This design comes from an exercise in tuning for small area on the open sky130 flow, not from production work.
Where RTL was checked, it was by simulation tests only, not by an equivalence proof against the original.
No functional check of the RTL was part of run 5.

===== design.v =====
module RandomNumberGenerator(clk, rst, load, key_x, seed_r, seed_g, seed_b, Rout, Gout, Bout, Key_ready);
    input wire clk;
    input wire rst;
    input wire load;                  
    input wire [15:0] key_x;          
    input wire [15:0] seed_r;         
    input wire [15:0] seed_g;
    input wire [15:0] seed_b;
    output reg [7:0] Rout;
    output reg [7:0] Gout;
    output reg [7:0] Bout;
    output reg Key_ready;
    reg [15:0] Rlfsr;
    reg [15:0] Glfsr;
    reg [15:0] Blfsr;
    reg [1:0] g;
    reg h;
    reg [15:0] x;         
    reg [6:0] zc;         
    wire ph0 = ~g[1] & ~g[0];
    wire ph1 = ~g[1] &  g[0];
    wire ph2 =  g[1] &  g[0];
    wire ph3 =  g[1] & ~g[0];
    reg [15:0] acc;       
    wire [14:0] w = x[14:0] ^ {15{x[15]}};
    wire [3:0] d = ({4{ph0}} & w[3:0]) | ({4{ph1}} & w[7:4]) |
                   ({4{ph2}} & w[11:8]) | ({4{ph3}} & {1'b0, w[14:12]});
    wire [15:0] ain = ph0 ? ({w, 1'b1} & {16{x[15]}}) : acc;
    wire t0 = ~ain[0] | ~(w[0] & d[0]);
    wire [1:0] t1 = {1'b0, ~ain[1]} + {1'b0, ~(w[1] & d[0])} + {1'b0, ~(w[0] & d[1])};
    wire t2 = t0 | t1[0];
    wire [1:0] t3 = {1'b0, ~ain[2]} + {1'b0, ~(w[2] & d[0])} + {1'b0, ~(w[1] & d[1])};
    wire [1:0] t4 = {1'b0, ~(w[0] & d[2])} + {1'b0, t1[1]} + {1'b0, t3[0]};
    wire t5 = t2 | t4[0];
    wire t6 = ~(t2 ^ t4[0]);
    wire [1:0] t7 = {1'b0, ~ain[3]} + {1'b0, ~(w[3] & d[0])} + {1'b0, ~(w[2] & d[1])};
    wire [1:0] t8 = {1'b0, ~(w[1] & d[2])} + {1'b0, ~(w[0] & d[3])} + {1'b0, t3[1]};
    wire [1:0] t9 = {1'b0, t7[0]} + {1'b0, t4[1]} + {1'b0, t8[0]};
    wire t10 = t5 | t9[0];
    wire t11 = ~(t5 ^ t9[0]);
    wire [1:0] t12 = {1'b0, ~ain[4]} + {1'b0, ~(w[4] & d[0])} + {1'b0, ~(w[3] & d[1])};
    wire [1:0] t13 = {1'b0, ~(w[2] & d[2])} + {1'b0, ~(w[1] & d[3])} + {1'b0, t7[1]};
    wire [1:0] t14 = {1'b0, t12[0]} + {1'b0, t8[1]} + {1'b0, t13[0]};
    wire [1:0] t15 = {1'b0, t9[1]} + {1'b0, t14[0]} + {1'b0, t10};
    wire [1:0] t16 = {1'b0, ~ain[5]} + {1'b0, ~(w[5] & d[0])} + {1'b0, ~(w[4] & d[1])};
    wire [1:0] t17 = {1'b0, ~(w[3] & d[2])} + {1'b0, ~(w[2] & d[3])} + {1'b0, t12[1]};
    wire [1:0] t18 = {1'b0, t16[0]} + {1'b0, t13[1]} + {1'b0, t17[0]};
    wire [1:0] t19 = {1'b0, t14[1]} + {1'b0, t18[0]} + {1'b0, t15[1]};
    wire [1:0] t20 = {1'b0, ~ain[6]} + {1'b0, ~(w[6] & d[0])} + {1'b0, ~(w[5] & d[1])};
    wire [1:0] t21 = {1'b0, ~(w[4] & d[2])} + {1'b0, ~(w[3] & d[3])} + {1'b0, t16[1]};
    wire [1:0] t22 = {1'b0, t20[0]} + {1'b0, t17[1]} + {1'b0, t21[0]};
    wire [1:0] t23 = {1'b0, t18[1]} + {1'b0, t22[0]} + {1'b0, t19[1]};
    wire [1:0] t24 = {1'b0, ~ain[7]} + {1'b0, ~(w[7] & d[0])} + {1'b0, ~(w[6] & d[1])};
    wire [1:0] t25 = {1'b0, ~(w[5] & d[2])} + {1'b0, ~(w[4] & d[3])} + {1'b0, t20[1]};
    wire [1:0] t26 = {1'b0, t24[0]} + {1'b0, t21[1]} + {1'b0, t25[0]};
    wire [1:0] t27 = {1'b0, t22[1]} + {1'b0, t26[0]} + {1'b0, t23[1]};
    wire [1:0] t28 = {1'b0, ~ain[8]} + {1'b0, ~(w[8] & d[0])} + {1'b0, ~(w[7] & d[1])};
    wire [1:0] t29 = {1'b0, ~(w[6] & d[2])} + {1'b0, ~(w[5] & d[3])} + {1'b0, t24[1]};
    wire [1:0] t30 = {1'b0, t28[0]} + {1'b0, t25[1]} + {1'b0, t29[0]};
    wire [1:0] t31 = {1'b0, t26[1]} + {1'b0, t30[0]} + {1'b0, t27[1]};
    wire [1:0] t32 = {1'b0, ~ain[9]} + {1'b0, ~(w[9] & d[0])} + {1'b0, ~(w[8] & d[1])};
    wire [1:0] t33 = {1'b0, ~(w[7] & d[2])} + {1'b0, ~(w[6] & d[3])} + {1'b0, t28[1]};
    wire [1:0] t34 = {1'b0, t32[0]} + {1'b0, t29[1]} + {1'b0, t33[0]};
    wire [1:0] t35 = {1'b0, t30[1]} + {1'b0, t34[0]} + {1'b0, t31[1]};
    wire [1:0] t36 = {1'b0, ~ain[10]} + {1'b0, ~(w[10] & d[0])} + {1'b0, ~(w[9] & d[1])};
    wire [1:0] t37 = {1'b0, ~(w[8] & d[2])} + {1'b0, ~(w[7] & d[3])} + {1'b0, t32[1]};
    wire [1:0] t38 = {1'b0, t36[0]} + {1'b0, t33[1]} + {1'b0, t37[0]};
    wire [1:0] t39 = {1'b0, t34[1]} + {1'b0, t38[0]} + {1'b0, t35[1]};
    wire [1:0] t40 = {1'b0, ~ain[11]} + {1'b0, ~(w[11] & d[0])} + {1'b0, ~(w[10] & d[1])};
    wire [1:0] t41 = {1'b0, ~(w[9] & d[2])} + {1'b0, ~(w[8] & d[3])} + {1'b0, t36[1]};
    wire [1:0] t42 = {1'b0, t40[0]} + {1'b0, t37[1]} + {1'b0, t41[0]};
    wire [1:0] t43 = {1'b0, t38[1]} + {1'b0, t42[0]} + {1'b0, t39[1]};
    wire [1:0] t44 = {1'b0, ~ain[12]} + {1'b0, ~(w[12] & d[0])} + {1'b0, ~(w[11] & d[1])};
    wire [1:0] t45 = {1'b0, ~(w[10] & d[2])} + {1'b0, ~(w[9] & d[3])} + {1'b0, t40[1]};
    wire [1:0] t46 = {1'b0, t44[0]} + {1'b0, t41[1]} + {1'b0, t45[0]};
    wire [1:0] t47 = {1'b0, t42[1]} + {1'b0, t46[0]} + {1'b0, t43[1]};
    wire [1:0] t48 = {1'b0, ~ain[13]} + {1'b0, ~(w[13] & d[0])} + {1'b0, ~(w[12] & d[1])};
    wire [1:0] t49 = {1'b0, ~(w[11] & d[2])} + {1'b0, ~(w[10] & d[3])} + {1'b0, t44[1]};
    wire [1:0] t50 = {1'b0, t48[0]} + {1'b0, t45[1]} + {1'b0, t49[0]};
    wire [1:0] t51 = {1'b0, t46[1]} + {1'b0, t50[0]} + {1'b0, t47[1]};
    wire [1:0] t52 = {1'b0, ~ain[14]} + {1'b0, ~(w[14] & d[0])} + {1'b0, ~(w[13] & d[1])};
    wire [1:0] t53 = {1'b0, ~(w[12] & d[2])} + {1'b0, ~(w[11] & d[3])} + {1'b0, t48[1]};
    wire [1:0] t54 = {1'b0, t52[0]} + {1'b0, t49[1]} + {1'b0, t53[0]};
    wire [1:0] t55 = {1'b0, t50[1]} + {1'b0, t54[0]} + {1'b0, t51[1]};
    wire [1:0] t56 = {1'b0, ~ain[15]} + {1'b0, ~(w[14] & d[1])} + {1'b0, ~(w[13] & d[2])};
    wire [1:0] t57 = {1'b0, ~(w[12] & d[3])} + {1'b0, t52[1]} + {1'b0, t56[0]};
    wire [1:0] t58 = {1'b0, t53[1]} + {1'b0, t57[0]} + {1'b0, t54[1]};
    wire t59 = t58[0] | t55[1];
    wire t60 = ~(t58[0] ^ t55[1]);
    wire [1:0] t61 = {1'b0, ~(w[14] & d[2])} + {1'b0, ~(w[13] & d[3])} + {1'b0, t56[1]};
    wire [1:0] t62 = {1'b0, t57[1]} + {1'b0, t61[0]} + {1'b0, t58[1]};
    wire t63 = t62[0] | t59;
    wire t64 = ~(t62[0] ^ t59);
    wire [1:0] t65 = {1'b0, ~(w[14] & d[3])} + {1'b0, t61[1]} + {1'b0, t62[1]};
    wire t66 = t65[0] | t63;
    wire t67 = ~(t65[0] ^ t63);
    wire t68 = t65[1] | t66;
    wire t69 = ~(t65[1] ^ t66);
    wire [19:2] T;
    assign T[2] = ~t6;
    assign T[3] = ~t11;
    assign T[4] = ~t15[0];
    assign T[5] = ~t19[0];
    assign T[6] = ~t23[0];
    assign T[7] = ~t27[0];
    assign T[8] = ~t31[0];
    assign T[9] = ~t35[0];
    assign T[10] = ~t39[0];
    assign T[11] = ~t43[0];
    assign T[12] = ~t47[0];
    assign T[13] = ~t51[0];
    assign T[14] = ~t55[0];
    assign T[15] = ~t60;
    assign T[16] = ~t64;
    assign T[17] = ~t67;
    assign T[18] = ~t69;
    assign T[19] = ~t68;
    reg zbit;
    always @(*) begin
        case (zc)
            7'd50: zbit = 1'b1;
            7'd51: zbit = 1'b1;
            7'd52: zbit = 1'b1;
            7'd53: zbit = 1'b1;
            7'd54: zbit = 1'b1;
            7'd55: zbit = 1'b1;
            7'd56: zbit = 1'b1;
            7'd59: zbit = 1'b1;
            7'd60: zbit = 1'b1;
            7'd61: zbit = 1'b1;
            7'd66: zbit = 1'b1;
            7'd68: zbit = 1'b1;
            7'd69: zbit = 1'b1;
            7'd71: zbit = 1'b1;
            7'd72: zbit = 1'b1;
            7'd74: zbit = 1'b1;
            7'd79: zbit = 1'b1;
            7'd80: zbit = 1'b1;
            7'd82: zbit = 1'b1;
            7'd87: zbit = 1'b1;
            7'd92: zbit = 1'b1;
            7'd93: zbit = 1'b1;
            7'd94: zbit = 1'b1;
            7'd98: zbit = 1'b1;
            7'd100: zbit = 1'b1;
            7'd102: zbit = 1'b1;
            7'd105: zbit = 1'b1;
            7'd106: zbit = 1'b1;
            7'd107: zbit = 1'b1;
            7'd109: zbit = 1'b1;
            7'd110: zbit = 1'b1;
            7'd111: zbit = 1'b1;
            7'd112: zbit = 1'b1;
            7'd113: zbit = 1'b1;
            7'd115: zbit = 1'b1;
            7'd119: zbit = 1'b1;
            7'd126: zbit = 1'b1;
            7'd127: zbit = 1'b1;
            default: zbit = 1'b0;
        endcase
    end
    wire [15:0] x_new = {T[17], ~T[16:2]};
    wire c = ph3 ? T[17] : zbit;
    always @(posedge clk)
        acc <= T[19:4];
    wire Rfb = Rlfsr[15] ^ Rlfsr[13] ^ Rlfsr[12] ^ Rlfsr[10];
    wire Gfb = Glfsr[15] ^ Glfsr[13] ^ Glfsr[12] ^ Glfsr[10];
    wire Bfb = Blfsr[15] ^ Blfsr[13] ^ Blfsr[12] ^ Blfsr[10];
    always @(posedge clk or posedge rst) begin
        if (rst) begin
            Rlfsr <= 16'h0001;
            Glfsr <= 16'h0002;
            Blfsr <= 16'h0003;
            x <= 16'h7EF0;
            zc <= 7'd48;
            Rout <= 8'b0;
            Gout <= 8'b0;
            Bout <= 8'b0;
            Key_ready <= 1'b0;
            g <= 2'b00;
            h <= 1'b0;
        end else if (load) begin
            Rlfsr <= seed_r;
            Glfsr <= seed_g;
            Blfsr <= seed_b;
            x <= key_x;
            zc <= 7'd48;
            Rout <= 8'b0;
            Gout <= 8'b0;
            Bout <= 8'b0;
            Key_ready <= 1'b0;
            g <= 2'b00;
            h <= 1'b0;
        end else begin
            Rlfsr <= {Rlfsr[14:0], Rfb};
            Glfsr <= {Glfsr[14:0], Gfb};
            Blfsr <= {Blfsr[14:0], Bfb};
            Rout <= {Rout[6:0], Rlfsr[15] ^ c};
            Gout <= {Gout[6:0], Glfsr[15] ^ c};
            Bout <= {Bout[6:0], Blfsr[15] ^ c};
            Key_ready <= h & ph3;
            g <= {g[0], ~g[1]};
            if (ph3)
                h <= ~h;
            if (ph0)
                zc <= (zc == 7'd127) ? 7'd49 : zc + 7'd1;
            if (ph3)
                x <= x_new;
        end
    end
endmodule

===== flow/run.sh =====
#!/bin/bash
# Standard layout (standard.sh) with changes that keep the registers and what
# is measured:
#  * Yosys's ABC step maps the combinational logic for area
#    (&get -n; &st; &dch; &nf -a; &put) instead of ORFS's speed script;
#    everything else in synthesis is ORFS's own script, unchanged;
#  * after synthesis, flow/netopt.py swaps some cells for smaller cells of the
#    same function (half adders with an unused output, 2:1 muxes as a22o);
#  * the port buffers are the smallest buffer, buf_1;
#  * the clock tree uses clkbuf_4 without dummy loads.
set -euo pipefail
here=$(pwd)
rm -rf "$here/scripts_mod"
cp -r "$FLOW_HOME/scripts" "$here/scripts_mod"
printf '%s\n' '&get -n' '&st' '&dch' '&nf -a' '&put' > "$here/scripts_mod/abc_speed.script"
export SCRIPTS_DIR="$here/scripts_mod"
export BUFFER_PORTS_ARGS="-buffer_cell sky130_fd_sc_hd__buf_1"
export CTS_ARGS="-sink_clustering_enable -repair_clock_nets -dont_use_dummy_load -buf_list sky130_fd_sc_hd__clkbuf_4 -root_buf sky130_fd_sc_hd__clkbuf_4"
res="$here/orfs/results/$FLOW_PLATFORM/RandomNumberGenerator/base"
bash standard.sh synth > standard_synth.log 2>&1
python3 "$here/flow/netopt.py" "$res/1_2_yosys.v" > netopt.log 2>&1
rm -f "$res/1_synth.odb" "$res/1_synth.sdc"
bash standard.sh > standard.log 2>&1

===== flow/netopt.py =====
#!/usr/bin/env python3
"""Area clean-up of the Yosys netlist (in place), keeping every register and
the function: each rewrite replaces cells by cells of the same function.

  * ha_1 whose SUM is unused -> and2_1; whose COUT is unused -> xor2_1;
  * mux2_N / mux2i_N -> a22o_1 / a22oi_1 fed by the select and its
    complement (an existing inverter's input when the select is an inverter's
    output, otherwise one shared inv_1 per select net).

usage: netopt.py netlist.v
"""
import re, sys, collections

path = sys.argv[1]
text = open(path).read()
P = "sky130_fd_sc_hd__"
OUTPINS = {"X", "Y", "Q", "Q_N", "SUM", "COUT"}

m = re.search(r"\bmodule\s+(\w+)\s*\((.*?)\);", text, re.S)
body_start = m.end()
end = text.rindex("endmodule")
body = text[body_start:end]

inst_re = re.compile(r"(\s*)(" + P + r"\w+)\s+(\S+)\s*\((.*?)\);", re.S)
pin_re = re.compile(r"\.(\w+)\(\s*(.*?)\s*\)\s*(?:,|$)", re.S)

items = []          # list of [kind, payload]; kind 'text' or 'inst'
pos = 0
for im in inst_re.finditer(body):
    items.append(["text", body[pos:im.start()]])
    pins = collections.OrderedDict((p, n.strip()) for p, n in pin_re.findall(im.group(4)))
    items.append(["inst", {"type": im.group(2), "name": im.group(3), "pins": pins}])
    pos = im.end()
items.append(["text", body[pos:]])
insts = [it[1] for it in items if it[0] == "inst"]

# uses of each net: instance inputs, plus output ports and assigns
uses = collections.Counter()
drv = {}
for c in insts:
    for p, n in c["pins"].items():
        if p in OUTPINS:
            drv[n] = c
        else:
            uses[n] += 1
ports_out = set()
for om in re.finditer(r"^\s*output\s+(\[[^\]]*\]\s*)?(\w+)\s*;", text, re.M):
    ports_out.add(om.group(2))
def used(n):
    if n == "":
        return False
    base = re.sub(r"\s*\[.*$", "", n).lstrip("\\").strip()
    return uses[n] > 0 or base in ports_out or re.search(r"\bassign\b[^;]*" + re.escape(n), text) is not None

stats = collections.Counter()
new_wires = []
inv_of = {}          # select net -> its complement net

def comp(net):
    """a net carrying ~net: an inverter's input if net is an inverter's
    output, else a new shared inverter."""
    if net in inv_of:
        return inv_of[net]
    d = drv.get(net)
    if d is not None and re.match(P + r"(clk)?inv_\d+$", d["type"]):
        inv_of[net] = d["pins"]["A"]
        return inv_of[net]
    w = "_netopt_n%d_" % len(new_wires)
    new_wires.append(w)
    insts_new.append({"type": P + "inv_1", "name": "_netopt_i%d_" % len(new_wires),
                      "pins": collections.OrderedDict([("A", net), ("Y", w)])})
    inv_of[net] = w
    stats["inv_added"] += 1
    return w

selcount = collections.Counter(c["pins"]["S"] for c in insts
                               if re.match(P + r"mux2i?_\d+$", c["type"]))
insts_new = []
for c in insts:
    t = c["type"]; pn = c["pins"]
    if t == P + "ha_1":
        su, co = used(pn["SUM"]), used(pn["COUT"])
        if not su and co:
            c["type"] = P + "and2_1"
            c["pins"] = collections.OrderedDict([("A", pn["A"]), ("B", pn["B"]), ("X", pn["COUT"])])
            stats["ha->and2"] += 1
        elif su and not co:
            c["type"] = P + "xor2_1"
            c["pins"] = collections.OrderedDict([("A", pn["A"]), ("B", pn["B"]), ("X", pn["SUM"])])
            stats["ha->xor2"] += 1
    elif re.match(P + r"mux2i?_\d+$", t):
        s = pn["S"]
        d = drv.get(s)
        has_inv = d is not None and re.match(P + r"(clk)?inv_\d+$", d["type"])
        if selcount[s] < 2 and not has_inv and s not in inv_of:
            continue
        sb = comp(s)
        inverting = "mux2i" in t
        out = pn["Y"] if inverting else pn["X"]
        c["type"] = P + ("a22oi_1" if inverting else "a22o_1")
        c["pins"] = collections.OrderedDict([("A1", s), ("A2", pn["A1"]), ("B1", sb),
                                             ("B2", pn["A0"]), ("Y" if inverting else "X", out)])
        stats["mux2i->a22oi" if inverting else "mux2->a22o"] += 1

def fmt(c):
    pins = ",\n".join("    .%s(%s%s)" % (p, n, " " if n.startswith("\\") else "")
                      for p, n in c["pins"].items())
    return "  %s %s (\n%s\n  );" % (c["type"], c["name"], pins)

out = [text[:body_start]]
out.append("\n" + "".join("  wire %s;\n" % w for w in new_wires))
for kind, x in items:
    if kind == "text":
        out.append(x)
    else:
        out.append("\n" + fmt(x))
for c in insts_new:
    out.append("\n" + fmt(c) + "\n")
out.append(text[end:])
open(path, "w").write("".join(out))
sys.stderr.write("netopt: %s\n" % dict(stats))

===== standard.sh =====
#!/bin/bash
# synth_recipe.tcl (not shown) runs the flow's synth.tcl, then flattens the netlist and writes it again
# the make line also repeats each setting of config.mk as NAME=value (left out here)
make -C /OpenROAD-flow-scripts/flow DESIGN_CONFIG=/design/flow/config.mk WORK_HOME=/design/flow/orfs CLKGATE_MAP_FILE= SYNTH_SCRIPT=/design/flow/synth_recipe.tcl "${@:-finish}"

===== config.mk =====
export PLATFORM = sky130hd
export DESIGN_NAME = RandomNumberGenerator
export DESIGN_NICKNAME = RandomNumberGenerator
export VERILOG_FILES = /design/flow/design.v
export SDC_FILE = /design/flow/constraint.sdc
export NUM_CORES = 4
export LEC_CHECK = 0
export CAP_MARGIN = 0
export CORE_MARGIN = 2
export CORE_UTILIZATION = 60
export SLEW_MARGIN = 0

===== constraint.sdc =====
create_clock -name core_clock -period 10.0 [get_ports {clk}]
set_input_delay 2.0000 -clock core_clock [delete_from_list [all_inputs] [get_ports {clk}]]
set_output_delay 2.0000 -clock core_clock [all_outputs]
set_load 0.01 [all_outputs]

==> run summary, run 1 <==
* Outcome: no timing/DRC/antenna violations
* Routability Congestion: 0.879
- The largest single stage delay on the critical path is 770 ps.
- Total number of clock tree sinks: 115
- The final layout contains 793 nets.
- Relative to the synthesized area, the layout overhead comes to 11.7%.
- Max Clk Rate: 105 MHz
- TritonCTS built the clock tree.
* Portion of the clock cycle consumed by the worst path in the final layout: 94.9%
- The number of nets handed over by synthesis was 674.
- Horizontal extent of the die: 105 um
* Total Negative Setup Slacks: 0 ps
* Site row count: 36
* Number of setup violations in the final report: 0
* Normalized max-slew margin: 31.7%
- Total congestion overflow: 0
* Estimated wirelength of the detail-placed design: 8730 um
- The tightest min-delay check is of the reg2reg type.
* Worst setup path class: reg2reg
* Fin Clk Skew: 41.5 ps
- Clock latency of the later-clocked register in the worst-skew pair: 520 ps
- Synthesis produced 528 cells.
- Chip height: 105 um
- Wirelength per Cell: 15.5 um
* Worst Max-Slew Pin Slew: 1020 ps
* I/O pin count: 92
- Type of element launching the critical path: register
* Count of cells resized by post-cts repair: 0
* Cell Area, Synth: 6080 sq um
- The average instance in the mapped netlist occupies 11.5 sq um.
* Buffers added on ports: 91
- The die covers 10900 sq um.
- Total of max-cap violations: 0
- Before antenna repair, the detailed router went through 5 iterations.
* Routed vias: 4204
- CTS hold repair buffers: 0
- Entering global routing, the biggest net connects 85 pins.
- In the routed layout, each cell is associated on average with a via count of 5.40.
* Critical-path cell with the highest stage delay: sky130_fd_sc_hd__dfrtp_1
- Once the clock tree was built, the setup fixing pass inserted 0 buffers.
* Share of layout cells above drive strength 1: 6.82%
- Setup repair after global routing left no endpoint under its margin.
- Post-detailed-route count of antenna-violating nets: 0
* CP Capture Type: register
- Global routing used 24.7% of the available tracks.
- No sink is reached through more buffers than the 2 on the longest clock path.
* Worst EP arrival: 9840 ps
- Cell at the root of the clock tree: sky130_fd_sc_hd__clkbuf_4
- The cell that appears most often on the critical path is sky130_fd_sc_hd__fa_1.
- Clock-pin slew of the registers on the worst-case setup and hold paths: 110 ps
* Worst path required time: 10350 ps
* Total DRC errors in the routed layout: 0
- Fin. max-slew vios: 0
* Warnings, synthesis: 1
- The floorplan step defined a core boundary enclosing 9820 sq um.
* Peak fanout along the critical path: 17
- In this run, the number of DRC markers left after iteration 0 of detailed routing was 284.
* Leading cell type in the layout, fill and taps excluded: sky130_fd_sc_hd__buf_1
* Overall routed net length: 12100 um
- The via count of the first global-routing pass is 4410.
* Initial antenna violation count: 0
- The clock period could shrink to 9490 ps.
* Most frequent cells in the layout: 90 x sky130_fd_sc_hd__buf_1, 83 x sky130_fd_sc_hd__dfrtp_1, 79 x sky130_fd_sc_hd__nor2_1
- CTS buffer count: 17
- The repair_antennas step left the layout with diodes totalling 0.
- Clock H-tree levels: 4
- Initial cell density of the core: 61.9%
* Global-route wire length before repair: 21000 um
- Total count of hold-check failures in the final report: 0
## metal layers
metal  share of wire, %  GRT usage (%)
met5                  0              0
met4                1.9           9.90
met3                5.1           6.11
met2                 48           38.0
met1                 45           34.1
## metrics by stage
step / setup WS (ps) / util (%) / std cells / cell area [sq um] / hold slack [ps]
after global placement: 674 / 67.8 / 761 / 6660 / 449
after floorplan: 628 / - / 528 / 6080 / 442
after CTS: 529 / 69.1 / 778 / 6790 / 454
after global routing: 102 / 69.1 / 778 / 6790 / 451
final: 505 / 69.1 / 778 / 6790 / 447
after detailed placement: 547 / 67.8 / 761 / 6660 / 448
## registers in the layout, indices dropped and copies added (netlist names)
signal and cells:
Blfsr 16, Glfsr 16, Rlfsr 16, acc 16, x 16, Bout 8
Gout 8, Rout 8, zc 7, g 2, Key_ready 1, h 1
## final timing paths
kind	startpoint	endpoint	slack (ps)	depth (start not counted)
worst max-delay path	x[15]	Rout[0]	510	30
worst min-delay path	Glfsr[4]	Glfsr[5]	450	1
worst max register to register	x[15]	Rout[0]	510	30
worst min register to register	Glfsr[4]	Glfsr[5]	450	1
max in group asynchronous	rst	Glfsr[4]	7360	3
min in group asynchronous	rst	Gout[0]	1530	2
## worst max-delay path, delay by kind of cell (launching register included)
kind / cells / cell delay [ps]
XOR/XNOR: 1 / 190
adder cells (fa/ha/maj): 19 / 7040
flip-flops: 1 / 770
AND/OR/NAND/NOR: 4 / 440
AO/OA/AOI/OAI: 2 / 550
buffers and inverters: 4 / 380
## layout make-up
type,instances,area (sq um)
multi-input cells,378,3130
fillers,828,3030
flip-flops and latches,115,2820
repair buffers,100,413
well taps,133,166
inverters,35,134
clock buffers,17,128
==> run 2, diff against run 1 <==
--- a/config.mk
+++ b/config.mk
@@ -5,7 +5,7 @@
 export SDC_FILE = /design/flow/constraint.sdc
 export NUM_CORES = 4
 export LEC_CHECK = 0
-export CAP_MARGIN = 0
+export CAP_MARGIN = 20
 export CORE_MARGIN = 2
-export CORE_UTILIZATION = 60
-export SLEW_MARGIN = 0
+export CORE_UTILIZATION = 40
+export SLEW_MARGIN = 20
==> run 2 against run 1 <==
  * Still clean
  * Register-to-register slack about the same
  * Setup slack improved by 2.7 ps
  * Wire length increased by 10%
  * Fmax about the same
  * Cell area increased by 1.2%
  * Global-route usage decreased by 6.7 points
  * Clock skew increased by 7.9 ps
  * Critical path type unchanged
  * Critical endpoint is now Gout[0]
==> run summary, run 2 <==
* Outcome: no timing/DRC/antenna violations
- After technology mapping, the gate count stands at 528.
- In this run, post-CTS repair resized a total of 0 instances.
- The initialized floorplan defines 45 standard-cell rows.
- RSZ-0062 raised after global routing: no
- Chip height: 127 um
- Crit path largest cell delay: 790 ps
* Post-CTS setup buffer count: 0
* Cell Area, Synth: 6080 sq um
* CP Capture Type: register
- The tightest hold path in the finished design has a slack of 458 ps.
- Summed over all layers, the routed wires come to 13300 um.
- Cell at the root of the clock tree: sky130_fd_sc_hd__clkbuf_4
- In the post-route analysis, the smallest setup slack over all paths is 508 ps.
* Fin Clk Skew: 49.5 ps
- Clock latency of the later-clocked register in the worst-skew pair: 530 ps
* Initial cell density of the core: 40.4%
* Number of setup violations in the final report: 0
- Wirelength per Cell: 15.9 um
* Drt first pass iters: 5
- Full die area: 16200 sq um
* Layer carrying the most global-route usage: met2
* Initial DRC count: 293
- Max Clk Rate: 105 MHz
- For this design, the CTS-stage hold fixing added 0 buffers.
* Routed vias/inst: 5.21
* Total Negative Setup Slacks: 0 ps
- Counting every net in the synthesized netlist gives 674.
- Among all stages on the critical path, the largest delay is contributed by sky130_fd_sc_hd__dfrtp_1.
- The die is 127 um wide.
- Routability Congestion: 0.885
* Total number of clock tree sinks: 115
- STA classifies the critical path startpoint as a register.
* Register area: 2820 sq um
* Nets: 794
- From synthesis to final layout, the design area changed by 13.0%.
- N_diodes: 0
- Mean area per synthesized cell: 11.5 sq um
- Post-detailed-route count of antenna-violating nets: 0
* Final core utilization: 45.7%
- The post-route netlist has 7.12% of its cells at a drive strength greater than 1.
- During placement, the flow inserted port buffers numbering 91.
- Placement-stage cell area: 6740 sq um
- Final design instance area without fill: 6870 sq um
- Initial antenna violation count: 0
- The number of hold-slack violations in the final timing report came to 0.
- GRT Overall Usage: 18.0%
* Routed vias: 4349
- Clock tree synthesis inserted a total of 17 buffers.
* Peak fanout along the critical path: 17
- The first global-routing pass estimated 22600 um of wire.
- Fin. max-slew vios: 0
* Worst Max-Slew Pin Slew: 877 ps
* Warnings, synthesis: 1
* Total congestion overflow: 0
* Clock H-tree levels: 4
- I/O pin count: 92
* Total of max-cap violations: 0
- Worst EP arrival: 9860 ps
* Clock-pin slew of the registers on the worst-case setup and hold paths: 110 ps
- Number of global-route vias before repair: 4569
* Portion of the clock cycle consumed by the worst path in the final layout: 94.9%
* Normalized max-slew margin: 41.5%
* Global routing met3 resource utilization: 5.82%
- For this run, design rule violations remaining after detail routing come to 0.
- Most frequent CP cell: sky130_fd_sc_hd__fa_1
- Global routing used 23.6% of the available met1 tracks.
- The clock passes through at most 2 buffers.
- Entering global routing, the biggest net connects 70 pins.
- Counting I/O delays and the setup requirement, the final critical path takes 9490 ps.
- Post-Place Setup Slack: 467 ps
- Fill cells in the final layout number 1434.
- Most frequent cells in the layout: 90 x sky130_fd_sc_hd__buf_1, 83 x sky130_fd_sc_hd__dfrtp_1, 79 x sky130_fd_sc_hd__nor2_1
* Multi-input gate area: 3130 sq um
- Leading cell type in the layout, fill and taps excluded: sky130_fd_sc_hd__buf_1
- Worst setup path class: reg2reg
- Floorplan core area: 15000 sq um
* Worst path required time: 10370 ps
- TritonCTS built the clock tree.
* Hold Crit Class: reg2reg
- Met2 layer usage reported by global route: 27.8%
* Estimated wirelength of the detail-placed design: 9530 um
[run 2: final cells by class]
class	count	share of cell area [%]
Clock buffer	17	1.86
Timing Repair Buffer	101	6.12
Tap cell	188	3.43
Sequential cell	115	41.0
Inverter	35	1.95
Multi-Input combinational cell	378	45.6
[run 2: metal layers]
| metal | share of wire, % | up-vias | routed length (um) |
|---|---|---|---|
| li1 | - | 2039 | - |
| met1 | 43 | 2139 | 5670 |
| met2 | 47 | 148 | 6290 |
| met3 | 7.3 | 23 | 975 |
| met4 | 2.7 | 0 | 355 |
| met5 | 0 | - | 0 |
[run 2: through the flow]
step	std cells
after floorplan	528
after detailed placement	817
after CTS	834
after global routing	834
after global placement	817
final	834
[run 2: worst paths after layout]
path	start	slack, ps	depth (start not counted)	to
worst min register to register	Glfsr[9]	460	1	Glfsr[10]
min in group asynchronous	rst	1450	2	Glfsr[14]
worst max-delay path	x[15]	510	30	Gout[0]
worst max register to register	x[15]	510	30	Gout[0]
worst min-delay path	Glfsr[9]	460	1	Glfsr[10]
max in group asynchronous	rst	7310	3	zc[6]
[run 2: critical path: cells and delay by family, from the launching register on]
family / cells / cell delay [ps]
fa+ha+maj: 19 / 7000
simple gates: 4 / 420
xor+xnor: 1 / 170
buf+inv: 4 / 380
compound gates: 2 / 570
flops: 1 / 790
==> run 3, diff against run 2 <==
--- a/flow/run.sh
+++ b/flow/run.sh
@@ -15,7 +15,7 @@
 printf '%s\n' '&get -n' '&st' '&dch' '&nf -a' '&put' > "$here/scripts_mod/abc_speed.script"
 export SCRIPTS_DIR="$here/scripts_mod"
 export BUFFER_PORTS_ARGS="-buffer_cell sky130_fd_sc_hd__buf_1"
-export CTS_ARGS="-sink_clustering_enable -repair_clock_nets -dont_use_dummy_load -buf_list sky130_fd_sc_hd__clkbuf_4 -root_buf sky130_fd_sc_hd__clkbuf_4"
+export CTS_ARGS="-repair_clock_nets -dont_use_dummy_load -buf_list sky130_fd_sc_hd__clkbuf_4 -root_buf sky130_fd_sc_hd__clkbuf_4"
 res="$here/orfs/results/$FLOW_PLATFORM/RandomNumberGenerator/base"
 bash standard.sh synth > standard_synth.log 2>&1
 python3 "$here/flow/netopt.py" "$res/1_2_yosys.v" > netopt.log 2>&1
==> run 3 against run 2 <==
  * Global-route usage is the same
  * Clock-buffer cell count is the same
  * Synthesized cell count is the same
  * Cell area is the same
  * Largest cell class unchanged
==> run summary, run 3 <==
* Normalized max-slew margin: 41.5%
- For this block, the routed nets add up to 13300 um of wire.
- In this design, the stage delay of the slowest critical-path cell is 790 ps.
- Share of layout cells above drive strength 1: 7.12%
* Routability Congestion: 0.885
- Layout Cells excl Fill: 834
* Register area: 2820 sq um
* Global-route wire length before repair: 22600 um
* Clock latency of the later-clocked register in the worst-skew pair: 530 ps
* Total count of hold-check failures in the final report: 0
* Initial antenna violation count: 0
* I/O pin count: 92
- Routed vias: 4349
- Clock-pin slew of the registers on the worst-case setup and hold paths: 110 ps
* Signed area change from the synthesized netlist to the final layout: 13.0%
- Gate Count Post-Synth: 528
* Initial cell density of the core: 40.4%
- Counting stages on the worst path, the most repeated cell is sky130_fd_sc_hd__fa_1.
- Max Clk Rate: 105 MHz
- Post-Place Setup Slack: 467 ps
- Global routing used 18.0% of the available tracks across all layers.
- Floorplan core area: 15000 sq um
- After detailed placement, the total cell area comes to 6740 sq um.
- Synthesis produced a netlist with a net count of 674.
- Type of element launching the critical path: register
* Chip height: 127 um
* Number of global-route vias before repair: 4569
* Post-detailed-route count of antenna-violating nets: 0
- The worst setup path is captured at a register.
- The path class of the tightest hold or removal check is reg2reg.
* Initial DRC count: 293
* Total DRC errors in the routed layout: 0
- Cell Area, Synth: 6080 sq um
- The clock net in this run drives a total of 115 sinks.
- Nets: 794
- For this design, the slowest cell found on the critical path is sky130_fd_sc_hd__dfrtp_1.
- The critical path is of the reg2reg type.
* Largest net degree at the start of global routing: 70
- Final hold analysis gives a worst-case slack of 458 ps.
* CTS hold repair buffers: 0
- Portion of the clock cycle consumed by the worst path in the final layout: 94.9%
* Fin. max-slew vios: 0
- Buffers added to address setup during post-CTS repair amount to 0.
* Max clock buf depth: 2
- Buffers added on ports: 91
- Horizontal extent of the die: 127 um
- Data arrives at the worst endpoint at 9860 ps.
- Final core utilization: 45.7%
- Counting the fill cells in the layout gives 1434.
- Total congestion overflow: 0
- Of all nets on the critical path, the largest fanout is 17.
* N_diodes: 0
- Setup repair after global routing left no endpoint under its margin.
- In the final routed layout, each cell accounts on average for 15.9 um.
- Data on the critical path is required at its endpoint by 10370 ps.
* Multi-input gate area: 3130 sq um
- Total of max-cap violations: 0
- The clock arrives with 49.5 ps of skew.
* Total Negative Setup Slacks: 0 ps
* Warnings, synthesis: 1
- Clock tree from TritonCTS: yes
* CTS buffer count: 17
- After layout, the minimum clock period comes to 9490 ps.
- The flow ran to the end and the layout has no timing, DRC or antenna violations.
* Full die area: 16200 sq um
* Mean area per synthesized cell: 11.5 sq um
* Drt first pass iters: 5
* Most frequent cells in the layout: 90 x sky130_fd_sc_hd__buf_1, 83 x sky130_fd_sc_hd__dfrtp_1, 79 x sky130_fd_sc_hd__nor2_1
- The initialized floorplan defines 45 standard-cell rows.
- Worst Max-Slew Pin Slew: 877 ps
- Final design instance area without fill: 6870 sq um
- The library cell used most frequently in the layout, excluding fill and tap cells, is sky130_fd_sc_hd__buf_1.
- Crit path buf inv count: 4
* Routed vias/inst: 5.21
* Cell at the root of the clock tree: sky130_fd_sc_hd__clkbuf_4
* Min setup slack post-route: 508 ps
- Crit-path leading delay family: adder cells
- Setup violations remaining at the end of the flow were counted as 0.
- Number of cells in the design after placement: 817
- The number of gates resized after CTS was 0.
* Clock H-tree levels: 4
- Once detailed placement completed, the half-perimeter wirelength came to 9530 um.
==> run 3: cell counts in the layout (fill, tap and decap cells not counted) <==
No cell type changed its count.
==> run 3: final cells by class <==
| cell class | count | share of cell area, % |
|---|---|---|
| Clock buffer | 17 | 1.86 |
| Tap cell | 188 | 3.43 |
| Inverter | 35 | 1.95 |
| Timing Repair Buffer | 101 | 6.12 |
| Multi-Input combinational cell | 378 | 45.6 |
| Sequential cell | 115 | 41.0 |
==> run 3: final timing paths <==
| kind | startpoint | end | slack (ps) | cells past startpoint |
|---|---|---|---|---|
| setup / recovery | x[15] | Gout[0] | 510 | 30 |
| hold / removal | Glfsr[9] | Glfsr[10] | 460 | 1 |
| setup reg to reg | x[15] | Gout[0] | 510 | 30 |
| hold reg to reg | Glfsr[9] | Glfsr[10] | 460 | 1 |
| max in group asynchronous | rst | zc[6] | 7310 | 3 |
| min in group asynchronous | rst | Glfsr[14] | 1450 | 2 |
==> run 3: metal layers <==
metal / wire (um) / vias up / track usage (%)
li1: - / 2039 / -
met1: 5670 / 2139 / 23.6
met2: 6290 / 148 / 27.8
met3: 975 / 23 / 5.82
met4: 355 / 0 / 7.69
met5: 0 / - / 0
==> run 4, diff against run 3 <==
--- a/flow/run.sh
+++ b/flow/run.sh
@@ -15,7 +15,7 @@
 printf '%s\n' '&get -n' '&st' '&dch' '&nf -a' '&put' > "$here/scripts_mod/abc_speed.script"
 export SCRIPTS_DIR="$here/scripts_mod"
 export BUFFER_PORTS_ARGS="-buffer_cell sky130_fd_sc_hd__buf_1"
-export CTS_ARGS="-repair_clock_nets -dont_use_dummy_load -buf_list sky130_fd_sc_hd__clkbuf_4 -root_buf sky130_fd_sc_hd__clkbuf_4"
+export CTS_ARGS="-sink_clustering_enable -repair_clock_nets -dont_use_dummy_load -sink_buffer_max_cap_derate 1.0 -sink_clustering_size 30 -sink_clustering_max_diameter 300 -buf_list sky130_fd_sc_hd__clkbuf_4 -root_buf sky130_fd_sc_hd__clkbuf_4"
 res="$here/orfs/results/$FLOW_PLATFORM/RandomNumberGenerator/base"
 bash standard.sh synth > standard_synth.log 2>&1
 python3 "$here/flow/netopt.py" "$res/1_2_yosys.v" > netopt.log 2>&1
==> run 4 against run 3 <==
  * Highest routed layer unchanged
  * Largest cell class unchanged
  * Fmax is the same
  * Critical path type unchanged
  * Final cell count is the same
==> run summary, run 4 <==
- Mean area per synthesized cell: 11.5 sq um
- Signed area change from the synthesized netlist to the final layout: 13.0%
* Most frequent CP cell: sky130_fd_sc_hd__fa_1
- The worst setup path is captured at a register.
- Routability Congestion: 0.885
* Fin. max-slew vios: 0
- Routed vias/inst: 5.21
* Worst reg2reg path depth: 30
* Max clock buf depth: 2
* Multi-input gate area: 3130 sq um
- Warnings, synthesis: 1
- Max Clk Rate: 105 MHz
- Initial DRC count: 293
- The cell area that synthesis handed to floorplanning was 6080 sq um.
* Clock tree from TritonCTS: yes
* Smallest hold slack: 458 ps
* Cell at the root of the clock tree: sky130_fd_sc_hd__clkbuf_4
- STA puts the critical path data required time at 10370 ps.
- RSZ-0062 raised after global routing: no
- Along the worst path, the maximum fanout reaches 17.
- In this design, the stage delay of the slowest critical-path cell is 790 ps.
* Initial cell density of the core: 40.4%
* Routed vias: 4349
* Normalized max-slew margin: 41.5%
- The critical path is of the reg2reg type.
* Layout Cells excl Fill: 834
- Final design instance area without fill: 6870 sq um
- Buffers placed on the I/O ports in this run total 91.
- Total number of clock tree sinks: 115
- Post-CTS setup buffer count: 0
- Measured on the finished design, the core utilization comes to 45.7%.
* Gate Count Post-Synth: 528
* Full die area: 16200 sq um
- The final layout contains 794 nets.
- Final critical path time including I/O delays and setup: 9490 ps
- TritonCTS created 17 clock buffers.
- The floorplan step set the die height to 127 um.
- The worst path meets setup with 508 ps of slack.
* I/O pin count: 92
- Total DRC errors in the routed layout: 0
- Worst Max-Slew Pin Slew: 877 ps
- The number of nets handed over by synthesis was 674.
- Outcome: no timing/DRC/antenna violations
* Total of max-cap violations: 0
- RR Startpoint: x[15]
- The library cell used most frequently in the layout, excluding fill and tap cells, is sky130_fd_sc_hd__buf_1.
- The slowest stage of the critical path belongs to the cell sky130_fd_sc_hd__dfrtp_1.
* Worst EP arrival: 9860 ps
- After floorplanning, the core was divided into 45 placement rows.
* N_diodes: 0
- Number of cells in the design after placement: 817
- In this run the standard cell core region covers 15000 sq um.
- Buffers inserted to repair hold after CTS numbered 0.
- Estimated wirelength of the detail-placed design: 9530 um
- For this run the aggregate overflow at the end of global routing stands at 0.
* Total Negative Setup Slacks: 0 ps
- Share of layout cells above drive strength 1: 7.12%
- Worst Setup SP: x[15]
- In this run the critical register-to-register path is captured at Gout[0].
- Number of global-route vias before repair: 4569
* Clock H-tree levels: 4
- Overall routed net length: 13300 um
* Post-detailed-route count of antenna-violating nets: 0
- For this run, the total global-route usage over all layers was measured as 18.0%.
* Drt first pass iters: 5
- Clock skew on the completed layout was measured at 49.5 ps.
- Global-route wire length before repair: 22600 um
- Counting the fill cells in the layout gives 1434.
- The sequential cells in the finished layout cover a total of 2820 sq um.
- Timing analysis after detailed placement gives a worst setup slack of 467 ps.
- Number of setup violations in the final report: 0
- Count of cells resized by post-cts repair: 0
- Worst setup endpoint: Gout[0]
- Horizontal extent of the die: 127 um
- Clock-pin slew of the registers on the worst-case setup and hold paths: 110 ps
- Dividing the final minimum period by the clock period gives 94.9%.
* Initial antenna violation count: 0
- Dividing the detail-routed wire length by the instance count gives 15.9 um.
- The placed instances occupy a cell area of 6740 sq um.
* Setup slack of the most critical reg-to-reg path: 510 ps
- Type of element launching the critical path: register
* Clock latency of the later-clocked register in the worst-skew pair: 530 ps
* Most frequent cells in the layout: 90 x sky130_fd_sc_hd__buf_1, 83 x sky130_fd_sc_hd__dfrtp_1, 79 x sky130_fd_sc_hd__nor2_1
- Largest net degree at the start of global routing: 70
- Total count of hold-check failures in the final report: 0
- In this run the worst hold path is classified as reg2reg.
run 4: routing by layer:
layer	vias to the layer above	track usage [%]	routed length [um]
met1	2139	23.6	5670
li1	2039	-	-
met3	23	5.82	975
met4	0	7.69	355
met5	-	0	0
met2	148	27.8	6290
run 4: final cells by class:
cell class / instances / area share [%]
timing repair buffer: 101 / 6.12
clock buffer: 17 / 1.86
inverter: 35 / 1.95
sequential: 115 / 41.0
multi-input combinational: 378 / 45.6
tap: 188 / 3.43
run 4: critical path: cells and delay by family, from the launching register on:
| family | cells | cell delay, ps |
|---|---|---|
| flops | 1 | 790 |
| buf+inv | 4 | 380 |
| simple gates | 4 | 420 |
| fa+ha+maj | 19 | 7000 |
| xor+xnor | 1 | 170 |
| compound gates | 2 | 570 |
run 4: worst min-delay path by stage:
stage | cells past startpoint | endpoint | start
3_3_place_gp | 1 | Glfsr[10] | Glfsr[9]
2_1_floorplan | 1 | Blfsr[10] | Blfsr[9]
4_1_cts | 1 | Glfsr[10] | Glfsr[9]
3_5_place_dp | 1 | Blfsr[15] | Blfsr[14]
5_1_grt | 1 | Glfsr[10] | Glfsr[9]
6_report | 1 | Glfsr[10] | Glfsr[9]
==> run 5, diff against run 4 <==
--- a/design.v
+++ b/design.v
@@ -115,50 +115,22 @@
     assign T[17] = ~t67;
     assign T[18] = ~t69;
     assign T[19] = ~t68;
-    reg zbit;
-    always @(*) begin
-        case (zc)
-            7'd50: zbit = 1'b1;
-            7'd51: zbit = 1'b1;
-            7'd52: zbit = 1'b1;
-            7'd53: zbit = 1'b1;
-            7'd54: zbit = 1'b1;
-            7'd55: zbit = 1'b1;
-            7'd56: zbit = 1'b1;
-            7'd59: zbit = 1'b1;
-            7'd60: zbit = 1'b1;
-            7'd61: zbit = 1'b1;
-            7'd66: zbit = 1'b1;
-            7'd68: zbit = 1'b1;
-            7'd69: zbit = 1'b1;
-            7'd71: zbit = 1'b1;
-            7'd72: zbit = 1'b1;
-            7'd74: zbit = 1'b1;
-            7'd79: zbit = 1'b1;
-            7'd80: zbit = 1'b1;
-            7'd82: zbit = 1'b1;
-            7'd87: zbit = 1'b1;
-            7'd92: zbit = 1'b1;
-            7'd93: zbit = 1'b1;
-            7'd94: zbit = 1'b1;
-            7'd98: zbit = 1'b1;
-            7'd100: zbit = 1'b1;
-            7'd102: zbit = 1'b1;
-            7'd105: zbit = 1'b1;
-            7'd106: zbit = 1'b1;
-            7'd107: zbit = 1'b1;
-            7'd109: zbit = 1'b1;
-            7'd110: zbit = 1'b1;
-            7'd111: zbit = 1'b1;
-            7'd112: zbit = 1'b1;
-            7'd113: zbit = 1'b1;
-            7'd115: zbit = 1'b1;
-            7'd119: zbit = 1'b1;
-            7'd126: zbit = 1'b1;
-            7'd127: zbit = 1'b1;
-            default: zbit = 1'b0;
-        endcase
-    end
+    wire zbit =
+        (~zc[6] & zc[2] & ~zc[1]) |
+        (zc[5] & ~zc[4] & zc[1] & zc[0]) |
+        (~zc[5] & ~zc[4] & ~zc[2] & ~zc[0]) |
+        (~zc[5] & zc[4] & zc[2] & ~zc[0]) |
+        (zc[6] & zc[5] & ~zc[3] & zc[2] & zc[1]) |
+        (~zc[6] & ~zc[4] & zc[1]) |
+        (~zc[4] & zc[2] & zc[1] & zc[0]) |
+        (zc[5] & ~zc[4] & ~zc[3] & zc[0]) |
+        (zc[4] & zc[3] & ~zc[2] & zc[1] & ~zc[0]) |
+        (zc[6] & zc[5] & zc[3] & ~zc[2] & ~zc[1]) |
+        (~zc[6] & ~zc[3] & ~zc[1] & ~zc[0]) |
+        (~zc[6] & zc[3] & zc[2] & zc[0]) |
+        (zc[5] & ~zc[4] & ~zc[3] & zc[1]) |
+        (~zc[6] & ~zc[3] & ~zc[2] & zc[1] & zc[0]) |
+        (~zc[5] & zc[4] & ~zc[3] & zc[2] & ~zc[1]);
     wire [15:0] x_new = {T[17], ~T[16:2]};
     wire c = ph3 ? T[17] : zbit;
     always @(posedge clk)
@@ -172,7 +144,7 @@
             Glfsr <= 16'h0002;
             Blfsr <= 16'h0003;
             x <= 16'h7EF0;
-            zc <= 7'd48;
+            zc <= 7'd40;
             Rout <= 8'b0;
             Gout <= 8'b0;
             Bout <= 8'b0;
@@ -184,7 +156,7 @@
             Glfsr <= seed_g;
             Blfsr <= seed_b;
             x <= key_x;
-            zc <= 7'd48;
+            zc <= 7'd40;
             Rout <= 8'b0;
             Gout <= 8'b0;
             Bout <= 8'b0;
@@ -203,7 +175,7 @@
             if (ph3)
                 h <= ~h;
             if (ph0)
-                zc <= (zc == 7'd127) ? 7'd49 : zc + 7'd1;
+                zc <= (zc == 7'd119) ? 7'd41 : zc + 7'd1;
             if (ph3)
                 x <= x_new;
         end
--- a/flow/run.sh
+++ b/flow/run.sh
@@ -15,7 +15,7 @@
 printf '%s\n' '&get -n' '&st' '&dch' '&nf -a' '&put' > "$here/scripts_mod/abc_speed.script"
 export SCRIPTS_DIR="$here/scripts_mod"
 export BUFFER_PORTS_ARGS="-buffer_cell sky130_fd_sc_hd__buf_1"
-export CTS_ARGS="-sink_clustering_enable -repair_clock_nets -dont_use_dummy_load -sink_buffer_max_cap_derate 1.0 -sink_clustering_size 30 -sink_clustering_max_diameter 300 -buf_list sky130_fd_sc_hd__clkbuf_4 -root_buf sky130_fd_sc_hd__clkbuf_4"
+export CTS_ARGS="-sink_clustering_enable -repair_clock_nets -dont_use_dummy_load -buf_list sky130_fd_sc_hd__clkbuf_4 -root_buf sky130_fd_sc_hd__clkbuf_4"
 res="$here/orfs/results/$FLOW_PLATFORM/RandomNumberGenerator/base"
 bash standard.sh synth > standard_synth.log 2>&1
 python3 "$here/flow/netopt.py" "$res/1_2_yosys.v" > netopt.log 2>&1
==> run 5 against run 4 <==
  * Still clean on timing, DRC and antenna
  * Critical endpoint is now Bout[0]
  * Synthesized cell count is 0.95% lower
  * Clock skew shrank 16 ps
  * Critical path type unchanged
==> run summary, run 5 <==
- The H-tree was split into 4 levels.
- The worst setup path is captured at a register.
- Drt first pass iters: 4
* Worst Max-Slew Pin Slew: 994 ps
* Mean area per synthesized cell: 11.6 sq um
- The number of hold-slack violations in the final timing report is 0.
- Leading cell type in the layout, fill and taps excluded: sky130_fd_sc_hd__buf_1
- Number of global-route vias before repair: 4599
- Row generation in the floorplan step produced 45 rows.
* Largest net degree at the start of global routing: 83
- In this run the deepest clock path goes through 2 buffers.
- Once the clock tree was built, the resizer swapped 0 gates to a different size.
- Max Clk Rate: 107 MHz
* Worst EP arrival: 9700 ps
- Full die area: 16200 sq um
* Normalized max-slew margin: 33.6%
- Global-route wire length before repair: 22200 um
* Routed vias/inst: 5.21
- Post-detailed-route count of antenna-violating nets: 0
* Worst path required time: 10390 ps
* Crit path buf inv count: 5
- The final layout contains routed wiring with a total length of 13100 um.
- Peak fanout along the critical path: 14
- Across the run, the number of max-cap violations was 0.
- The repair_antennas step left the layout with diodes totalling 0.
* GRT Overall Usage: 17.6%
- Nets: 790
* Cell Area, Synth: 6080 sq um
* Syn_nets: 668
- The largest individual stage delay along the critical path comes from the cell sky130_fd_sc_hd__dfrtp_1.
- In this run, CTS created clock tree buffers numbering 17.
* Horizontal extent of the die: 127 um
- Cell at the root of the clock tree: sky130_fd_sc_hd__clkbuf_4
- Estimated wirelength of the detail-placed design: 9450 um
* Total Negative Setup Slacks: 0 ps
- Fin Clk Skew: 33.4 ps
- During I/O placement, the number of pins put on the boundary was 92.
* Hold Crit Class: reg2reg
- Signed area change from the synthesized netlist to the final layout: 13.5%
- The flow ran to the end and the layout has no timing, DRC or antenna violations.
- The clock reaches the later pin of the worst-skew pair after 520 ps.
- Total congestion overflow: 0
* Crit path largest cell delay: 600 ps
* Portion of the clock cycle consumed by the worst path in the final layout: 93.1%
- Floorplan core area: 15000 sq um
- Total number of clock tree sinks: 115
- The initial antenna violation count is 0.
* Initial DRC count: 221
- Worst setup path class: reg2reg
- TritonCTS built the clock tree.
- Grouping stages by cell kind, the critical path spends the most delay in adder cells.
- Placement-stage cell area: 6740 sq um
- Final critical path time including I/O delays and setup: 9310 ps
* Gate Count Post-Synth: 523
* Initial cell density of the core: 40.4%
- Number of setup violations in the final report: 0
- Type of element launching the critical path: register
- After detailed routing, the average wire length per cell comes to 15.8 um.
* Total DRC errors in the routed layout: 0
* Warnings, synthesis: 1
- The die is 127 um tall.
- Final design instance area without fill: 6900 sq um
* Most frequent CP cell: sky130_fd_sc_hd__fa_1
* Share of layout cells above drive strength 1: 7.31%
* RSZ-0062 raised after global routing: no
- Once the clock tree was built, the setup fixing pass inserted 0 buffers.
- In this run the tool buffered the top-level ports with 91 buffer cells.
* Fin. max-slew vios: 0
* Most frequent cells in the layout: 90 x sky130_fd_sc_hd__buf_1, 83 x sky130_fd_sc_hd__dfrtp_1, 75 x sky130_fd_sc_hd__nor2_1
- Clock-pin slew was measured on the worst setup and hold paths at 120 ps.
* Routability Congestion: 0.913
- CTS hold repair buffers: 0
* Routed vias: 4327
-- run 5: cell type report --
type	count	area, sq um
clock buffer	17	128
fill	1433	8140
inverter	32	123
multi-input combinational	376	3140
sequential	115	2820
tap	188	235
timing repair buffer	103	455
-- run 5: path summary, 6_finish.rpt --
path / startpoint / to / slack (ps) / cells after the start
setup reg to reg: x[15] / Bout[0] / 690 / 31
min in group asynchronous: rst / x[0] / 1410 / 2
hold reg to reg: Glfsr[2] / Glfsr[3] / 450 / 1
max in group asynchronous: rst / x[12] / 7570 / 4
setup / recovery: x[15] / Bout[0] / 690 / 31
hold / removal: Glfsr[2] / Glfsr[3] / 450 / 1
-- run 5: layer usage --
layer / global-route usage (%) / share of wire, %
met4: 6.72 / 2.0
met2: 28.4 / 49
met3: 4.86 / 5.0
met5: 0 / 0
met1: 22.8 / 44
-- run 5: worst register-to-register path, delay by kind of cell (launching register included) --
kind	cells	cell delay [ps]
flip-flops	1	600
adder cells (fa/ha/maj)	19	7100
AO/OA/AOI/OAI	2	430
XOR/XNOR	1	170
AND/OR/NAND/NOR	4	380
buffers and inverters	5	550
-- run 5: stage by stage --
stage | cells | util [%] | hold WS, ps | setup WS [ps]
2_1_floorplan | 523 | - | 442 | 654
3_3_place_gp | 813 | 44.8 | 448 | 748
3_5_place_dp | 813 | 44.8 | 450 | 589
4_1_cts | 830 | 45.7 | 458 | 626
5_1_grt | 831 | 45.9 | 473 | 195
6_report | 831 | 45.9 | 448 | 688
==> run 6, diff against run 5 <==
--- a/design.v
+++ b/design.v
@@ -25,7 +25,7 @@
     wire [14:0] w = x[14:0] ^ {15{x[15]}};
     wire [3:0] d = ({4{ph0}} & w[3:0]) | ({4{ph1}} & w[7:4]) |
                    ({4{ph2}} & w[11:8]) | ({4{ph3}} & {1'b0, w[14:12]});
-    wire [15:0] ain = ph0 ? ({w, 1'b1} & {16{x[15]}}) : acc;
+    wire [15:0] ain = ({16{ph0 & x[15]}} & {w, 1'b1}) | ({16{~ph0}} & acc);
     wire t0 = ~ain[0] | ~(w[0] & d[0]);
     wire [1:0] t1 = {1'b0, ~ain[1]} + {1'b0, ~(w[1] & d[0])} + {1'b0, ~(w[0] & d[1])};
     wire t2 = t0 | t1[0];
@@ -132,12 +132,27 @@
         (~zc[6] & ~zc[3] & ~zc[2] & zc[1] & zc[0]) |
         (~zc[5] & zc[4] & ~zc[3] & zc[2] & ~zc[1]);
     wire [15:0] x_new = {T[17], ~T[16:2]};
-    wire c = ph3 ? T[17] : zbit;
+    wire c = (ph3 & T[17]) | (~ph3 & zbit);
     always @(posedge clk)
         acc <= T[19:4];
-    wire Rfb = Rlfsr[15] ^ Rlfsr[13] ^ Rlfsr[12] ^ Rlfsr[10];
-    wire Gfb = Glfsr[15] ^ Glfsr[13] ^ Glfsr[12] ^ Glfsr[10];
-    wire Bfb = Blfsr[15] ^ Blfsr[13] ^ Blfsr[12] ^ Blfsr[10];
+    wire nl = ~load;
+    wire [15:0] Rl_d = ({16{load}} & seed_r) |
+        ({16{nl}} & {Rlfsr[14:0], Rlfsr[15] ^ Rlfsr[13] ^ Rlfsr[12] ^ Rlfsr[10]});
+    wire [15:0] Gl_d = ({16{load}} & seed_g) |
+        ({16{nl}} & {Glfsr[14:0], Glfsr[15] ^ Glfsr[13] ^ Glfsr[12] ^ Glfsr[10]});
+    wire [15:0] Bl_d = ({16{load}} & seed_b) |
+        ({16{nl}} & {Blfsr[14:0], Blfsr[15] ^ Blfsr[13] ^ Blfsr[12] ^ Blfsr[10]});
+    wire [7:0] Ro_d = {8{nl}} & {Rout[6:0], Rlfsr[15] ^ c};
+    wire [7:0] Go_d = {8{nl}} & {Gout[6:0], Glfsr[15] ^ c};
+    wire [7:0] Bo_d = {8{nl}} & {Bout[6:0], Blfsr[15] ^ c};
+    wire sel_n = nl & ph3;
+    wire sel_h = nl & ~ph3;
+    wire [15:0] x_d = ({16{load}} & key_x) | ({16{sel_n}} & x_new) | ({16{sel_h}} & x);
+    wire [6:0] zc_inc = (zc == 7'd119) ? 7'd41 : zc + 7'd1;
+    wire [6:0] zc_d = ({7{load}} & 7'd40) | ({7{nl & ph0}} & zc_inc) | ({7{nl & ~ph0}} & zc);
+    wire [1:0] g_d = {2{nl}} & {g[0], ~g[1]};
+    wire h_d = nl & (h ^ ph3);
+    wire kr_d = nl & h & ph3;
     always @(posedge clk or posedge rst) begin
         if (rst) begin
             Rlfsr <= 16'h0001;
@@ -151,33 +166,18 @@
             Key_ready <= 1'b0;
             g <= 2'b00;
             h <= 1'b0;
-        end else if (load) begin
-            Rlfsr <= seed_r;
-            Glfsr <= seed_g;
-            Blfsr <= seed_b;
-            x <= key_x;
-            zc <= 7'd40;
-            Rout <= 8'b0;
-            Gout <= 8'b0;
-            Bout <= 8'b0;
-            Key_ready <= 1'b0;
-            g <= 2'b00;
-            h <= 1'b0;
         end else begin
-            Rlfsr <= {Rlfsr[14:0], Rfb};
-            Glfsr <= {Glfsr[14:0], Gfb};
-            Blfsr <= {Blfsr[14:0], Bfb};
-            Rout <= {Rout[6:0], Rlfsr[15] ^ c};
-            Gout <= {Gout[6:0], Glfsr[15] ^ c};
-            Bout <= {Bout[6:0], Blfsr[15] ^ c};
-            Key_ready <= h & ph3;
-            g <= {g[0], ~g[1]};
-            if (ph3)
-                h <= ~h;
-            if (ph0)
-                zc <= (zc == 7'd119) ? 7'd41 : zc + 7'd1;
-            if (ph3)
-                x <= x_new;
+            Rlfsr <= Rl_d;
+            Glfsr <= Gl_d;
+            Blfsr <= Bl_d;
+            x <= x_d;
+            zc <= zc_d;
+            Rout <= Ro_d;
+            Gout <= Go_d;
+            Bout <= Bo_d;
+            Key_ready <= kr_d;
+            g <= g_d;
+            h <= h_d;
         end
     end
 endmodule
==> run 6 against run 5 <==
  * Still clean
  * Synthesized cell count down 6.1%
  * Cell area down 3.2%
  * Register-to-register slack worse by 160 ps
  * Setup slack worse by 160 ps
  * Die area down 3.2%
  * Hold slack better by 8.2 ps
  * Final cell count down 4.6%
  * Critical endpoint is now Rout[0]
==> run summary, run 6 <==
* Worst Hold Launch: Blfsr[8]
- Routability Congestion: 0.848
- STA classifies the critical path endpoint as a register.
* Mean area per synthesized cell: 12.0 sq um
- Chip height: 125 um
- Leaving out filler cells and counting taps, the final layout contains 793.
* Most frequent CP cell: sky130_fd_sc_hd__fa_1
- At the worst endpoint, the required time is 10380 ps.
- Horizontal extent of the die: 125 um
- Setup repair after global routing left no endpoint under its margin.
- Summed over all nets, the half-perimeter wirelength after detailed placement is 9250 um.
* CTS buffer count: 17
- CTS hold repair buffers: 0
- Clock-pin slew was measured on the worst setup and hold paths at 120 ps.
* Global-route wire length before repair: 22200 um
- Leading cell type in the layout, fill and taps excluded: sky130_fd_sc_hd__buf_1
- After detailed routing, the average wire length per cell comes to 16.5 um.
* Fin Clk Skew: 46.1 ps
- Total DRC errors in the routed layout: 0
* Largest net degree at the start of global routing: 63
- Setup slack of the most critical reg-to-reg path: 530 ps
* Destination of the worst register-to-register timing path: Rout[0]
- Peak fanout along the critical path: 17
* Max clock buf depth: 2
- The flow ran to the end and the layout has no timing, DRC or antenna violations.
- STA puts the critical path data arrival time at 9850 ps.
- The number of hold-slack violations in the final timing report is 0.
* Share of layout cells above drive strength 1: 8.05%
- The worst register-to-register path has a depth of 27.
- Post-CTS setup buffer count: 0
- Total congestion overflow: 0
- In the finished design, the share of the clock period the worst path needs comes to 94.7%.
* Drt first pass iters: 4
* Crit path largest cell delay: 620 ps
* Initial DRC count: 265
- Type of element launching the critical path: register
- RR Startpoint: x[15]
* Nets: 741
- Worst min-delay path endpoint: Blfsr[9]
* Total of max-cap violations: 0
- Site row count: 44
- Routed vias/inst: 5.26
- The detailed router placed 4170 vias in this run.
- The clock period could shrink to 9470 ps.
- Initial antenna violation count: 0
* Signed area change from the synthesized netlist to the final layout: 13.7%
- N_diodes: 0
* Overall routed net length: 13100 um
- Smallest hold slack: 456 ps
* Most frequent cells in the layout: 90 x sky130_fd_sc_hd__buf_1, 82 x sky130_fd_sc_hd__dfrtp_1, 81 x sky130_fd_sc_hd__nor2_1
- For the final routed database, the setup TNS stands at 0 ps.
* Syn_nets: 621
- Global routing used 18.0% of the available tracks.
- For this run, the number of Yosys warnings is 1.
- Number of setup violations in the final report: 0
- Number of cells in the design after placement: 776
- The largest individual stage delay along the critical path comes from the cell sky130_fd_sc_hd__dfrtp_2.
- Timing would allow up to 106 MHz.
- Number of global-route vias before repair: 4445
- Clock H-tree levels: 4
- For the pin with the worst max-slew slack, the measured transition is 801 ps.
- Post-detailed-route count of antenna-violating nets: 0
* Normalized max-slew margin: 46.6%
- TritonCTS built the clock tree.
- Total number of clock tree sinks: 115
* Cell Area, Synth: 5870 sq um
- After floorplanning, the core was sized to cover 14400 sq um.
- Hold path depth: 1
* Buffers added on ports: 91
* Initial cell density of the core: 40.7%
- Gate Count Post-Synth: 491
* Worst setup path class: reg2reg
* Fin. max-slew vios: 0
* Full die area: 15700 sq um
- I/O pin count: 92
* Cell at the root of the clock tree: sky130_fd_sc_hd__clkbuf_4
* Hold Crit Class: reg2reg
* Clock latency of the later-clocked register in the worst-skew pair: 530 ps
[run 6: critical path, delay by kind of cell, from the launching register on]
family	cells	cell delay [ps]
flip-flops	1	620
adder cells (fa/ha/maj)	18	7070
XOR/XNOR	2	660
AND/OR/NAND/NOR	3	390
AO/OA/AOI/OAI	2	470
buffers and inverters	2	140
[run 6: repair_timing]
item,4_1_cts,5_1_grt
gates resized for setup,0,4
hold endpoints to repair,0,0
setup endpoints to repair,0,3
[run 6: worst max path at each step]
| stage | from | to | slack (ps) | cells past startpoint |
|---|---|---|---|---|
| after floorplan | g[1] | Bout[0] | 590 | 27 |
| after global placement | x[15] | Bout[0] | 510 | 27 |
| after detailed placement | x[15] | Gout[0] | 290 | 27 |
| after CTS | x[15] | Rout[0] | 290 | 27 |
| after global routing | x[15] | Rout[0] | 30 | 27 |
| final | x[15] | Rout[0] | 530 | 27 |
[run 6: layout make-up]
type	count	area [sq um]
sequential	115	2820
tap	184	230
inverter	12	47.5
clock buffer	17	128
fill	1351	7750
multi-input combinational	364	3030
timing repair buffer	101	420
[run 6: per-layer routing]
layer / global-route usage, % / vias to the layer above / routed length, um
met1: 23.7 / 2096 / 5820
met4: 5.03 / 0 / 233
met5: 0 / - / 0
li1: - / 1936 / -
met2: 28.5 / 116 / 6240
met3: 6.38 / 22 / 811
[run 6: through the flow]
stage	area [sq um]	setup slack (ps)	util, %
2_1_floorplan	5870	587	-
3_3_place_gp	6530	509	45.2
3_5_place_dp	6530	294	45.2
4_1_cts	6650	290	46.1
5_1_grt	6680	29.2	46.3
6_report	6680	528	46.3

## port drivers added, routing unchanged
Ports are ideal in the flow. The routed layouts listed here were re-timed in OpenROAD.
Step 1: set_driving_cell puts a clkbuf_16 on clk and a buf_2 on each other input, an assumption about the parent block.
Step 2 also shifts input and output timing later by t, the mid clock arrival at the registers, as if the neighbouring blocks saw the same clock.
a / b / c = no drivers / after step 1 / after step 2; a / b = the first two.
| run | shift t [ns] | setup WS [ns] | worst setup path at the end | worst register clock-pin slew, ns | cell pins on the clock port's net |
|---|---|---|---|---|---|
| run 1 | 0.530 | 0.505 / 0.505 / 0.505 | register to register | 0.11 / 0.11 | 1 |
| run 2 | 0.538 | 0.508 / 0.508 / 0.508 | register to register | 0.11 / 0.11 | 1 |
| run 3 | 0.538 | 0.508 / 0.508 / 0.508 | register to register | 0.11 / 0.11 | 1 |
| run 4 | 0.538 | 0.508 / 0.508 / 0.508 | register to register | 0.11 / 0.11 | 1 |
| run 5 | 0.549 | 0.688 / 0.688 / 0.688 | register to register | 0.12 / 0.12 | 1 |
| run 6 | 0.542 | 0.528 / 0.528 / 0.528 | register to register | 0.12 / 0.12 | 1 |
After both steps every run listed still meets setup and hold.
